What follows belongs to an exercise in optimizing a design on an open flow for small area and a short achievable clock period; a production flow would make more cautious choices.
Where RTL was checked, it was by simulation tests only, not by an equivalence proof against the original.

==> inputs of job 6686 <==
Design GameModeEazy, start of the top module:
module GameModeEazy(
input wire clk,
input wire rst,
input wire load,
input wire [63:0] load_board,
input wire [3:0]btn,
input wire [3:0]mode,
output wire [63:0] num,
output wire [15:0] judge
    );
reg [63:0] num_reg;
reg [15:0] nz;       
reg [1:0] count;
assign num = num_reg;
judge m0(.nzr(nz),.judge(judge));
wire [1:0] cnt_n = count + 2'd1;
wire [3:0] c1h = {cnt_n == 2'd3, cnt_n == 2'd2, cnt_n == 2'd1, cnt_n == 2'd0};
wire m3 = (mode == 4'b0011);
wire [3:0] sd;       
assign sd[0] = m3 & btn[0];
assign sd[1] = m3 & ~btn[0] & btn[1];
assign sd[2] = m3 & ~btn[0] & ~btn[1] & btn[2];
assign sd[3] = m3 & ~btn[0] & ~btn[1] & ~btn[2] & btn[3];
wire sh = ~(m3 & (|btn));
wire [15:0] f15, f7, b3;
wire [63:0] inc;
genvar i, l, p, d, j, k;
generate
for (i = 0; i < 16; i = i + 1) begin : cl
	assign f15[i] = &num_reg[4*i +: 4];
	assign f7[i]  = num_reg[4*i +: 4] == 4'd7;
	assign b3[i]  = num_reg[4*i + 3];
	assign inc[4*i +: 4] = num_reg[4*i +: 4] + 4'd1;
end
endgenerate
wire [63:0] tv [0:3];
wire [15:0] oc [0:3];
wire [3:0]  ch [0:3];
wire [3:0]  bg [0:3];
generate
for (l = 0; l < 8; l = l + 1) begin : pl
	localparam integer B = (l < 4) ? l : 4*(l-4);
	localparam integer S = (l < 4) ? 4 : 1;
	localparam integer DF = (l < 4) ? 0 : 2;
	localparam integer LI = (l < 4) ? l : l - 4;
	wire [3:0] c0 = num_reg[4*(B)     +: 4];
	wire [3:0] c1 = num_reg[4*(B+S)   +: 4];
	wire [3:0] c2 = num_reg[4*(B+2*S) +: 4];
	wire [3:0] c3 = num_reg[4*(B+3*S) +: 4];
	wire [3:0] n = {nz[B+3*S], nz[B+2*S], nz[B+S], nz[B]};
	wire [3:0] fl = {f15[B+3*S], f15[B+2*S], f15[B+S], f15[B]};
	wire [3:0] f7l = {f7[B+3*S], f7[B+2*S], f7[B+S], f7[B]};
	wire [3:0] b3l = {b3[B+3*S], b3[B+2*S], b3[B+S], b3[B]};
	wire [3:0] x0 = c1 | (c2 & {4{~n[1]}}) | (c3 & {4{~n[1] & ~n[2]}});
	wire [3:0] x1 = c2 | (c3 & {4{~n[2]}});
	wire E0 = n[0] & (c0 == x0);
	wire E1 = n[1] & (c1 == x1);
	wire E2 = n[2] & (c2 == c3);
	wire [2:0] qf = {E2, E1, E0};
	wire [2:0] qb = {n[1] & E0, n[2] & (n[1] ? E1 : E0), n[2] ? E2 : (n[1] ? E1 : E0)};
	wire [9:0] fpp, bpp;
	wire [5:0] fpi, bpi;
  ...
Settings: LEC_CHECK=0, CAP_MARGIN=20, CORE_MARGIN=2, CORE_UTILIZATION=30, GPL_ROUTABILITY_DRIVEN=1, SLEW_MARGIN=20; clock period 28.0 ns.
run.sh (not shown) runs the stock make flow with config.mk's settings and CLKGATE_MAP_FILE= SYNTH_SCRIPT=/design/flow/synth_recipe.tcl, a recipe that flattens the netlist after the stock synthesis.
==> job 1554: changes against job 6686 <==
--- a/flow/design.v
+++ b/flow/design.v
@@ -1,11 +1,27 @@
+`timescale 1ns / 1ps
 module judge(
-	input  wire [15:0] nzr,
-	output wire [15:0] judge
+	input [63:0]num,
+	output [15:0] judge
     );
-assign judge = nzr;
+assign judge[0] = (num[3:0]==4'b0000)?1'b0:1'b1;	
+assign judge[1] = (num[7:4]==4'b0000)?1'b0:1'b1;
+assign judge[2] = (num[11:8]==4'b0000)?1'b0:1'b1;
+assign judge[3] = (num[15:12]==4'b0000)?1'b0:1'b1;
+assign judge[4] = (num[19:16]==4'b0000)?1'b0:1'b1;
+assign judge[5] = (num[23:20]==4'b0000)?1'b0:1'b1;
+assign judge[6] = (num[27:24]==4'b0000)?1'b0:1'b1;
+assign judge[7] = (num[31:28]==4'b0000)?1'b0:1'b1;
+assign judge[8] = (num[35:32]==4'b0000)?1'b0:1'b1;
+assign judge[9] = (num[39:36]==4'b0000)?1'b0:1'b1;
+assign judge[10] = (num[43:40]==4'b0000)?1'b0:1'b1;
+assign judge[11] = (num[47:44]==4'b0000)?1'b0:1'b1;
+assign judge[12] = (num[51:48]==4'b0000)?1'b0:1'b1;
+assign judge[13] = (num[55:52]==4'b0000)?1'b0:1'b1;
+assign judge[14] = (num[59:56]==4'b0000)?1'b0:1'b1;
+assign judge[15] = (num[63:60]==4'b0000)?1'b0:1'b1;
 endmodule
 module dctl(
 	input  wire [3:0] n,      
 	input  wire [2:0] q,      
 	input  wire [2:0] f,      
 	input  wire [3:0] b3,     
@@ -24,13 +40,14 @@
 	wire t3 = n[2] ? h2 : t2;
 	wire s0 = n[0] & ~(h0 & f[0]);
 	wire s1 = n[1] & ~t1 & ~(h1 & f[1]);
 	wire s2 = n[2] & ~t2 & ~(h2 & f[2]);
 	wire s3 = n[3] & ~t3;
 	wire p00 = s0, p01 = ~s0 & s1, p02 = ~s0 & ~s1 & s2, p03 = ~s0 & ~s1 & ~s2 & s3;
-	wire p11 = s0 & s1, p12 = (s0 ^ s1) & s2, p13 = ((s0 ^ s1) ^ s2) & ~(s0 & s1 & s2) & s3;
+	wire p11 = s0 & s1, p12 = ((s0 & ~s1) | (~s0 & s1)) & s2;
+	wire p13 = ((s0 & ~s1 & ~s2) | (~s0 & s1 & ~s2) | (~s0 & ~s1 & s2)) & s3;
 	wire p22 = s0 & s1 & s2, p23 = ((s0 & s1 & ~s2) | (s0 & ~s1 & s2) | (~s0 & s1 & s2)) & s3;
 	wire p33 = s0 & s1 & s2 & s3;
 	assign pp = {p33, p23, p22 & ~h2, p13, p12 & ~h2, p11 & ~h1, p03, p02 & ~h2, p01 & ~h1, p00 & ~h0};
 	assign pi = {p22 & h2, p12 & h2, p11 & h1, p02 & h2, p01 & h1, p00 & h0};
 	assign occ = {p33, p22 | p23, p11 | p12 | p13, s0 | s1 | s2 | s3};
 	assign big = (s0 & (b3[0] | (h0 & f7[0]))) | (s1 & (b3[1] | (h1 & f7[1]))) |
@@ -77,25 +94,28 @@
 input wire [3:0]btn,
 input wire [3:0]mode,
 output wire [63:0] num,
 output wire [15:0] judge
     );
 reg [63:0] num_reg;
-reg [15:0] nz;       
+wire [15:0] nz;      
 reg [1:0] count;
 assign num = num_reg;
-judge m0(.nzr(nz),.judge(judge));
+judge m0(.num(num),.judge(judge));
+assign nz = judge;
 wire [1:0] cnt_n = count + 2'd1;
 wire [3:0] c1h = {cnt_n == 2'd3, cnt_n == 2'd2, cnt_n == 2'd1, cnt_n == 2'd0};
 wire m3 = (mode == 4'b0011);
-wire [3:0] sd;       
-assign sd[0] = m3 & btn[0];
-assign sd[1] = m3 & ~btn[0] & btn[1];
-assign sd[2] = m3 & ~btn[0] & ~btn[1] & btn[2];
-assign sd[3] = m3 & ~btn[0] & ~btn[1] & ~btn[2] & btn[3];
-wire sh = ~(m3 & (|btn));
+wire go = ~rst & ~load & m3;
+wire [3:0] sd;
+assign sd[0] = go & btn[0];
+assign sd[1] = go & ~btn[0] & btn[1];
+assign sd[2] = go & ~btn[0] & ~btn[1] & btn[2];
+assign sd[3] = go & ~btn[0] & ~btn[1] & ~btn[2] & btn[3];
+wire sh = ~rst & ~load & ~(m3 & (|btn));
+wire sl = ~rst & load;
 wire [15:0] f15, f7, b3;
 wire [63:0] inc;
 genvar i, l, p, d, j, k;
 generate
 for (i = 0; i < 16; i = i + 1) begin : cl
 	assign f15[i] = &num_reg[4*i +: 4];
@@ -135,14 +155,14 @@
 	wire fch, bch, fbig, bbig;
 	dctl fw(.n(n), .q(qf), .f(fl[2:0]), .b3(b3l), .f7(f7l[2:0]),
 	        .pp(fpp), .pi(fpi), .occ(fc), .big(fbig), .chg(fch));
 	dctl bw(.n({n[0], n[1], n[2], n[3]}), .q(qb), .f({fl[1], fl[2], fl[3]}),
 	        .b3({b3l[0], b3l[1], b3l[2], b3l[3]}), .f7({f7l[1], f7l[2], f7l[3]}),
 	        .pp(bpp), .pi(bpi), .occ(bc), .big(bbig), .chg(bch));
-	wire [9:0] gfp = fpp & {10{sd[DF]}},   gbp = bpp & {10{sd[DF+1]}};
-	wire [5:0] gfi = fpi & {6{sd[DF]}},    gbi = bpi & {6{sd[DF+1]}};
+	wire [9:0] gfp = fpp,   gbp = bpp;
+	wire [5:0] gfi = fpi,   gbi = bpi;
 	wire [3:0] fe0 = c0, fe1 = c1, fe2 = c2, fe3 = c3;
 	wire [3:0] fi0 = inc[4*B +: 4], fi1 = inc[4*(B+S) +: 4], fi2 = inc[4*(B+2*S) +: 4];
 	wire [3:0] bi0 = inc[4*(B+3*S) +: 4], bi1 = inc[4*(B+2*S) +: 4], bi2 = inc[4*(B+S) +: 4];
 	assign tv[DF][4*B +: 4] =
 		(c0 & {4{gfp[0]}}) | (c1 & {4{gfp[1]}}) | (c2 & {4{gfp[2]}}) | (c3 & {4{gfp[3]}}) |
 		(fi0 & {4{gfi[0]}}) | (fi1 & {4{gfi[1]}}) | (fi2 & {4{gfi[2]}});
@@ -162,54 +182,41 @@
 		(c1 & {4{gbp[7]}}) | (c0 & {4{gbp[8]}}) | (bi2 & {4{gbi[5]}});
 	assign tv[DF+1][4*B +: 4] = c0 & {4{gbp[9]}};
 	for (p = 0; p < 4; p = p + 1) begin : pos
 		assign oc[DF][B+p*S]   = fc[p];
 		assign oc[DF+1][B+p*S] = bc[3-p];
 	end
-	assign ch[DF][LI]   = fch;
-	assign ch[DF+1][LI] = bch;
+	wire mg = E0 | E1 | E2;
+	assign ch[DF][LI]   = mg | (~n[0] & (n[1] | n[2] | n[3])) | (~n[1] & (n[2] | n[3])) | (~n[2] & n[3]);
+	assign ch[DF+1][LI] = mg | (~n[3] & (n[2] | n[1] | n[0])) | (~n[2] & (n[1] | n[0])) | (~n[1] & n[0]);
 	assign bg[DF][LI]   = fbig;
-	assign bg[DF+1][LI] = bbig;
-end
-endgenerate
-wire [15:0] sp1 [0:3];
-wire [15:0] sp2 [0:3];
-wire [15:0] gn [0:3];
+	assign bg[DF+1][LI] = fbig;
+end
+endgenerate
+wire [15:0] sp_sel [0:3];
+wire [3:0] bgd;
 generate
 for (d = 0; d < 4; d = d + 1) begin : dir
-	wire changed = |ch[d];
-	wire [15:0] sel;
-	wire big = |bg[d];
-	spawn sp(.em(~oc[d]), .c(c1h), .changed(changed), .sel(sel));
-	assign sp1[d] = sel & {16{sd[d] & ~big}};
-	assign sp2[d] = sel & {16{sd[d] & big}};
-	assign gn[d] = (oc[d] | sel) & {16{sd[d]}};
-end
-endgenerate
+	spawn sp(.em(~oc[d]), .c(c1h), .changed(|ch[d]), .sel(sp_sel[d]));
+	assign bgd[d] = |bg[d];
+end
+endgenerate
+wire [15:0] sel = (sp_sel[0] & {16{sd[0]}}) | (sp_sel[1] & {16{sd[1]}}) | (sp_sel[2] & {16{sd[2]}}) | (sp_sel[3] & {16{sd[3]}});
+wire big = |(bgd & sd);
 wire [63:0] nxt;
-wire [15:0] nzn = gn[0] | gn[1] | gn[2] | gn[3] | (nz & {16{sh}});
 wire [15:0] nzl;
 generate
 for (i = 0; i < 16; i = i + 1) begin : nx
-	assign nxt[4*i +: 4] = tv[0][4*i +: 4] | tv[1][4*i +: 4] | tv[2][4*i +: 4] | tv[3][4*i +: 4] |
-	                       (num_reg[4*i +: 4] & {4{sh}}) |
-	                       {2'b00, sp2[0][i] | sp2[1][i] | sp2[2][i] | sp2[3][i],
-	                               sp1[0][i] | sp1[1][i] | sp1[2][i] | sp1[3][i]};
+	assign nxt[4*i +: 4] = (tv[0][4*i +: 4] & {4{sd[0]}}) | (tv[1][4*i +: 4] & {4{sd[1]}}) |
+	                       (tv[2][4*i +: 4] & {4{sd[2]}}) | (tv[3][4*i +: 4] & {4{sd[3]}}) |
+	                       (num_reg[4*i +: 4] & {4{sh}}) | (load_board[4*i +: 4] & {4{sl}}) |
+	                       {2'b00, sel[i] & big, sel[i] & ~big} |
+	                       {3'b000, rst & (i == 1 || i == 15)};
 	assign nzl[i] = |load_board[4*i +: 4];
 end
 endgenerate
-always @(posedge clk)
-	if (rst) begin
-		num_reg <= 64'h1000_0000_0000_0010;
-		nz <= 16'h8002;
-		count <= 2'b00;
-	end
-	else if (load) begin
-		num_reg <= load_board;
-		nz <= nzl;
-	end
-	else begin
-		if (m3) count <= cnt_n;
-		num_reg <= nxt;
-		nz <= nzn;
-	end
-endmodule
+always @(posedge clk) begin
+	num_reg <= nxt;
+	if (rst) count <= 2'b00;
+	else if (~load & m3) count <= cnt_n;
+end
+endmodule
==> flow/flow/run.sh (new file) <==
#!/bin/bash
# The standard layout (standard.sh: the standard synthesis and ORFS
# flow, unchanged), with these flow settings changed:
#  - SETUP_SLACK_MARGIN=20: the timing repair steps aim for a setup slack
#    margin well above zero, so the layout is optimised for speed rather
#    than only for the (loose) clock period; the SDC is the design's own;
#  - CORE_UTILIZATION=42: a smaller core, for shorter wires;
#  - every input and output port still gets a buffer, but a buf_1 cell
#    rather than the resizer's default pick (a slow delay buffer); the
#    timing repair may upsize it.
# The full tool output goes to standard.log in this folder.
set -uo pipefail
bash standard.sh SETUP_SLACK_MARGIN=0 CORE_UTILIZATION=42 \
  "BUFFER_PORTS_ARGS=-buffer_cell sky130_fd_sc_hd__buf_1" finish > standard.log 2>&1
==> flow/standard.sh (new file) <==
#!/bin/bash
# synth_recipe.tcl (not shown) runs the flow's synth.tcl, then flattens the netlist and writes it again
# the make line also repeats each setting of config.mk as NAME=value (left out here)
make -C /OpenROAD-flow-scripts/flow DESIGN_CONFIG=/design/flow/config.mk WORK_HOME=/design/flow/orfs CLKGATE_MAP_FILE= SYNTH_SCRIPT=/design/flow/synth_recipe.tcl "${@:-finish}"
removed: flow/run.sh
==> job 4898: changes against job 6686 <==
--- a/flow/design.v
+++ b/flow/design.v
@@ -84,18 +84,20 @@
 reg [1:0] count;
 assign num = num_reg;
 judge m0(.nzr(nz),.judge(judge));
 wire [1:0] cnt_n = count + 2'd1;
 wire [3:0] c1h = {cnt_n == 2'd3, cnt_n == 2'd2, cnt_n == 2'd1, cnt_n == 2'd0};
 wire m3 = (mode == 4'b0011);
-wire [3:0] sd;       
-assign sd[0] = m3 & btn[0];
-assign sd[1] = m3 & ~btn[0] & btn[1];
-assign sd[2] = m3 & ~btn[0] & ~btn[1] & btn[2];
-assign sd[3] = m3 & ~btn[0] & ~btn[1] & ~btn[2] & btn[3];
-wire sh = ~(m3 & (|btn));
+wire go = ~rst & ~load & m3;
+wire [3:0] sd;
+assign sd[0] = go & btn[0];
+assign sd[1] = go & ~btn[0] & btn[1];
+assign sd[2] = go & ~btn[0] & ~btn[1] & btn[2];
+assign sd[3] = go & ~btn[0] & ~btn[1] & ~btn[2] & btn[3];
+wire sh = ~rst & ~load & ~(m3 & (|btn));
+wire sl = ~rst & load;
 wire [15:0] f15, f7, b3;
 wire [63:0] inc;
 genvar i, l, p, d, j, k;
 generate
 for (i = 0; i < 16; i = i + 1) begin : cl
 	assign f15[i] = &num_reg[4*i +: 4];
@@ -168,48 +170,36 @@
 	assign ch[DF][LI]   = fch;
 	assign ch[DF+1][LI] = bch;
 	assign bg[DF][LI]   = fbig;
 	assign bg[DF+1][LI] = bbig;
 end
 endgenerate
-wire [15:0] sp1 [0:3];
-wire [15:0] sp2 [0:3];
-wire [15:0] gn [0:3];
+wire [15:0] sp_sel [0:3];
+wire [3:0] bgd;
 generate
 for (d = 0; d < 4; d = d + 1) begin : dir
-	wire changed = |ch[d];
-	wire [15:0] sel;
-	wire big = |bg[d];
-	spawn sp(.em(~oc[d]), .c(c1h), .changed(changed), .sel(sel));
-	assign sp1[d] = sel & {16{sd[d] & ~big}};
-	assign sp2[d] = sel & {16{sd[d] & big}};
-	assign gn[d] = (oc[d] | sel) & {16{sd[d]}};
-end
-endgenerate
+	spawn sp(.em(~oc[d]), .c(c1h), .changed(|ch[d]), .sel(sp_sel[d]));
+	assign bgd[d] = |bg[d];
+end
+endgenerate
+wire [15:0] sel = (sp_sel[0] & {16{sd[0]}}) | (sp_sel[1] & {16{sd[1]}}) | (sp_sel[2] & {16{sd[2]}}) | (sp_sel[3] & {16{sd[3]}});
+wire big = |(bgd & sd);
 wire [63:0] nxt;
-wire [15:0] nzn = gn[0] | gn[1] | gn[2] | gn[3] | (nz & {16{sh}});
 wire [15:0] nzl;
+wire [15:0] nzn = (oc[0] & {16{sd[0]}}) | (oc[1] & {16{sd[1]}}) | (oc[2] & {16{sd[2]}}) | (oc[3] & {16{sd[3]}}) |
+                  sel | (nz & {16{sh}}) | (nzl & {16{sl}}) | ({16{rst}} & 16'h8002);
 generate
 for (i = 0; i < 16; i = i + 1) begin : nx
 	assign nxt[4*i +: 4] = tv[0][4*i +: 4] | tv[1][4*i +: 4] | tv[2][4*i +: 4] | tv[3][4*i +: 4] |
-	                       (num_reg[4*i +: 4] & {4{sh}}) |
-	                       {2'b00, sp2[0][i] | sp2[1][i] | sp2[2][i] | sp2[3][i],
-	                               sp1[0][i] | sp1[1][i] | sp1[2][i] | sp1[3][i]};
+	                       (num_reg[4*i +: 4] & {4{sh}}) | (load_board[4*i +: 4] & {4{sl}}) |
+	                       {2'b00, sel[i] & big, sel[i] & ~big} |
+	                       {3'b000, rst & (i == 1 || i == 15)};
 	assign nzl[i] = |load_board[4*i +: 4];
 end
 endgenerate
-always @(posedge clk)
-	if (rst) begin
-		num_reg <= 64'h1000_0000_0000_0010;
-		nz <= 16'h8002;
-		count <= 2'b00;
-	end
-	else if (load) begin
-		num_reg <= load_board;
-		nz <= nzl;
-	end
-	else begin
-		if (m3) count <= cnt_n;
-		num_reg <= nxt;
-		nz <= nzn;
-	end
-endmodule
+always @(posedge clk) begin
+	num_reg <= nxt;
+	nz <= nzn;
+	if (rst) count <= 2'b00;
+	else if (~load & m3) count <= cnt_n;
+end
+endmodule
==> flow/flow/run.sh (new file) <==
#!/bin/bash
# The standard layout (standard.sh, unchanged synthesis), with two
# settings changed:
#  - the timing repair steps aim for a setup slack margin well above zero,
#    so the layout is optimised for speed rather than only for the loose
#    clock period;
#  - the port buffers that every input and output gets are buf_2 cells
#    rather than the resizer's default pick (a slow delay buffer).
# The full tool output goes to standard.log in this folder.
set -uo pipefail
bash standard.sh SETUP_SLACK_MARGIN=20 "BUFFER_PORTS_ARGS=-buffer_cell sky130_fd_sc_hd__buf_2" finish > standard.log 2>&1
==> flow/standard.sh (new file) <==
#!/bin/bash
# synth_recipe.tcl (not shown) runs the flow's synth.tcl, then flattens the netlist and writes it again
# the make line also repeats each setting of config.mk as NAME=value (left out here)
make -C /OpenROAD-flow-scripts/flow DESIGN_CONFIG=/design/flow/config.mk WORK_HOME=/design/flow/orfs CLKGATE_MAP_FILE= SYNTH_SCRIPT=/design/flow/synth_recipe.tcl "${@:-finish}"
removed: flow/run.sh
==> flow_summary.json <==
{
  "viasPerCell": 7.507,
  "placed_cells": 3457,
  "grt_pass1_vias": 23792,
  "clk_pin_slew_ps": 60,
  "seq_cells": 66,
  "place_congestion": 1.101,
  "fin_skew_ps": 14.72,
  "clk-insertion-delay-late_ps": 390,
  "grt_pass1_wl_um": 169600,
  "comb_power_uw": 730,
  "outcome": "finished clean"
}
That was job 1554.
==> flow_summary.json <==
{
  "outcome": "finished clean",
  "highest_layer": "met5",
  "top_power_group": "combinational cells",
  "grt_pass1_vias": 29408,
  "viasPerCell": 7.481,
  "hp-start": "count[1]$_SDFFE_PP0P_",
  "clk-insertion-delay-late_ps": 420,
  "synth_area_um2": 21560,
  "final_max_slew_viol_count": 0,
  "fin_skew_ps": 13.24,
  "place_congestion": 1.120,
  "switching_share_pct": 57.69,
  "comb_power_uw": 518,
  "placed_cells": 4324,
  "p_int_uw": 342.7,
  "grt_pass1_wl_um": 252100,
  "clk_pin_slew_ps": 80,
  "seq_cells": 82
}
That was job 6686.
==> flow_summary.json <==
{
  "outcome": "finished clean",
  "grt_pass1_vias": 25400,
  "synthArstFlopShare_pct": 0,
  "grt_pass1_wl_um": 206200,
  "grt_busiest_layer": "met2",
  "place_congestion": 1.111,
  "synth_top_family_by_area": "compound AO/OA/AOI/OAI gates",
  "viasPerCell": 7.106,
  "clk_pin_slew_ps": 80,
  "synth_ff_type": "dfxtp_1",
  "pin_count": 155,
  "hold_viol": 0,
  "cts.sink_count": 82,
  "synth-compound-area-share_pct": 35.43,
  "dp_hpwl_um": 119300,
  "r2r_slack_ps": 21060,
  "comb_power_uw": 527,
  "hp-start": "count[1]$_SDFFE_PP0P_",
  "synth_area_leaders": "dfxtp_1 8.4%, ha_1 6.4%, nand2_1 5.9%",
  "first_pass_iters": 10,
  "seq_cells": 82
}
That was job 4898.
The RTL of job 6686 was laid out without a check of its function.

static timing again, ports no longer ideal:
How much do the figures lean on ideal ports? The routed layouts below were timed once more, with nothing changed but the port constraints.
Step 1: set_driving_cell puts a clkbuf_16 on clk and a buf_2 on each other input, an assumption about the parent block.
Step 2, shift: input delay + t, output delay - t, t = (earliest + latest rising clock arrival at the registers) / 2. This alone moves slack from input paths to output paths.
Slacks: no drivers / after step 1 / after step 2; pairs: no drivers / after step 1.
run	t, ns	setup slack, ns	worst setup path after step 2	worst slew at a driven data input, ns	pins driven straight from the clock port
job 6686	0.484	18.614 / 18.654 / 18.170	input to register	0.06	1
job 1554	0.445	19.448 / 19.424 / 19.039	input to register	0.06	1
job 4898	0.479	19.907 / 19.951 / 19.472	input to register	0.04	1
After both steps setup and hold are still met in every run listed. For job 6686, which loses most, drivers alone change the setup slack by +0.040 ns; drivers and shift together by -0.444 ns.
